What follows belongs to an exercise in optimizing a design on an open flow for small area; a production flow would make more cautious choices.
Function was checked by simulation only, so behaviour that the tests miss may differ from the original.
Power and IR drop assume default switching activity.

==> run C <==
## vumeter
module vumeter(
	input rx,
	input clk,rst,
	output hs,vs,
	output [2:0]RED,GREEN,
	output [1:0]BLUE
);
clock: 25.0 ns
lec_check: 0
cap_margin: 20
core_margin: 2
core_utilization: 40
cts_buf_list: sky130_fd_sc_hd__clkbuf_8
cts_cluster_diameter: 300
cts_cluster_size: 60
slew_margin: 20
run.sh (not shown) runs the stock make flow with config.mk's settings and CLKGATE_MAP_FILE= SYNTH_SCRIPT=/design/flow/synth_recipe.tcl, a recipe that flattens the netlist after the stock synthesis.
==> run A (differences from run C) <==
- CTS_BUF_LIST: sky130_fd_sc_hd__clkbuf_8 -> default
- CTS_CLUSTER_DIAMETER: 300 -> default
- CTS_CLUSTER_SIZE: 60 -> default
==> insert_results.sql <==
INSERT INTO impl_metrics (metric_group, metric, value, unit) VALUES
('status', 'status', 'timing/DRC/antenna clean', ''),
('cts', 'clock_latency_reported_for_the_late_side_of_the_worst_skew_pair', '0.42', 'ns'),
('power', 'power.net_switching', '69.42', 'uW'),
('cells_and_area', 'signal_buffer_area_fraction', '1.935', '%'),
('timing', 'finClkSkew', '0.009860', 'ns'),
('route', 'firstDrtPassIters', '5', ''),
('critical_path', 'reg2reg_setup_slack', '22.54', 'ns'),
('timing', 'worst-slew-pin-transition', '0.7680', 'ns'),
('route', 'num_vias', '3820', ''),
('power', 'clock_power', '131', 'uW'),
('route', 'route.final.wire_length', '11390', 'um'),
('power', 'power_top_consumer', 'registers', '');
[end of results for run C]
==> insert_results.sql <==
INSERT INTO impl_metrics (metric_group, metric, value, unit) VALUES
('status', 'status', 'timing/DRC/antenna clean', ''),
('critical_path', 'reg2reg_setup_slack', '22.53', 'ns'),
('route', 'route.final.wire_length', '11550', 'um'),
('route', 'firstDrtPassIters', '7', ''),
('power', 'clock_power', '201', 'uW'),
('timing', 'worst-slew-pin-transition', '0.7731', 'ns'),
('timing', 'finClkSkew', '0.008342', 'ns'),
('power', 'power_top_consumer', 'the clock network', ''),
('cts', 'clock_latency_reported_for_the_late_side_of_the_worst_skew_pair', '0.41', 'ns'),
('cells_and_area', 'signal_buffer_area_fraction', '1.878', '%'),
('power', 'power.net_switching', '79.31', 'uW');
[end of results for run A]

==> trial 8 <==
vumeter again, from the RTL that the note above started with.
==> flow/design.v (excerpt) <==
module vumeter(
	input rx,
	input clk,rst,
	output hs,vs,
	output [2:0]RED,GREEN,
	output [1:0]BLUE
);
Settings: LEC_CHECK=0, CAP_MARGIN=20, CORE_MARGIN=2, CORE_UTILIZATION=40, CTS_BUF_LIST=sky130_fd_sc_hd__clkbuf_4, CTS_CLUSTER_DIAMETER=100, CTS_CLUSTER_SIZE=30, SLEW_MARGIN=20; clock period 25.0 ns.
==> trial 17 (differences from trial 8) <==
--- a/flow/config.mk
+++ b/flow/config.mk
@@ -8,7 +8,7 @@
 export CAP_MARGIN = 20
 export CORE_MARGIN = 2
 export CORE_UTILIZATION = 40
-export CTS_BUF_LIST = sky130_fd_sc_hd__clkbuf_4
-export CTS_CLUSTER_DIAMETER = 100
-export CTS_CLUSTER_SIZE = 30
+export CTS_BUF_LIST = sky130_fd_sc_hd__clkbuf_16
+export CTS_CLUSTER_DIAMETER = 500
+export CTS_CLUSTER_SIZE = 100
 export SLEW_MARGIN = 20
==> summary of the runs <==
Trial 8 completed with no timing, DRC or antenna violations. Trial 17 finished clean. Of trial 17 and trial 8, trial 8 has the higher clock skew (gap 7.1 ps). Via count is about the same in trial 8 and trial 17. Against trial 8, the utilization of trial 17 is higher by 1.9 points. Between trial 17 and trial 8, the lower sequential share of layout area is in trial 17 (gap 2.2 points). Between trial 8 and trial 17, the lower routed wire length is in trial 8 (gap about 2%, measured against trial 17). In register-to-register slack, trial 17 and trial 8 hardly differ. Die area is the same in trial 8 and trial 17. In trial 8 the maximum frequency is smaller than in trial 17, by 1.0%. Against trial 8, the first-iteration DRC count of trial 17 is smaller by 8.8%. Between trial 17 and trial 8, the lower clock-buffer cell count is in trial 17 (gap 6).
==> figures <==
Run status: trial 8 timing/DRC/antenna clean; trial 17 timing/DRC/antenna clean
Clk pwr share: trial 8 0.350; trial 17 0.497
Worst clock skew: trial 8 15.7 ps; trial 17 8.60 ps
Drt initial violations: trial 8 421; trial 17 384
Routing usage on met3: trial 8 0.0460; trial 17 0.0417
Via count of the first global-routing pass: trial 8 3,693; trial 17 3,720
Switching portion of total power: trial 8 0.214; trial 17 0.198
Insertion delay to the later sink of the worst-skew pair: trial 8 510 ps; trial 17 410 ps
Combinational cell fraction of total power: trial 8 0.007; trial 17 0.005
Worst R2R Setup Slack: trial 8 22,530 ps; trial 17 22,540 ps
Layout clock area frac: trial 8 0.0340; trial 17 0.0748
Clock buffer count in the final layout: trial 8 23; trial 17 17
Number of vias per cell: trial 8 5.48; trial 17 5.49
Routed WL per cell: trial 8 16.2 um; trial 17 16.5 um
Utilization of the core after routing: trial 8 0.435; trial 17 0.454
Fraction of final layout cells sized beyond drive strength 1: trial 8 0.138; trial 17 0.126
Layout buffering overhead excluding clock cells: trial 8 0.0196; trial 17 0.0188
Part of the total power dissipated in sequential elements: trial 8 0.643; trial 17 0.498
Maximum clock rate: trial 8 0.0992 GHz; trial 17 0.100 GHz
Hold_ws: trial 8 435 ps; trial 17 436 ps
Met2 WL post-DR: trial 8 5.22 mm; trial 17 5.30 mm
Switching power of the nets: trial 8 0.0661 mW; trial 17 0.0794 mW

what the ideal ports hide:
Ports are ideal in the flow. The routed layouts listed here were re-timed in OpenROAD.
Step 1 assumes that a clkbuf_16 drives the clock port and a buf_2 every other input.
Step 2 also shifts input and output timing later by t, the mid clock arrival at the registers, as if the neighbouring blocks saw the same clock.
Slacks: ideal / step 1 / step 2; pairs: ideal / step 1.
run | t (ns) | setup slack, ns | clock arrival spread, ns | worst slew at a driven data input, ns
run C | 0.450 | 14.997 / 14.960 / 15.410 | 0.014 / 0.013 | 0.03
run A | 0.442 | 15.018 / 14.979 / 15.421 | 0.010 / 0.010 | 0.03
trial 8 | 0.533 | 14.914 / 14.883 / 15.416 | 0.018 / 0.018 | 0.03
trial 17 | 0.442 | 15.018 / 14.979 / 15.420 | 0.011 / 0.011 | 0.03
After both steps every run listed still meets setup and hold.
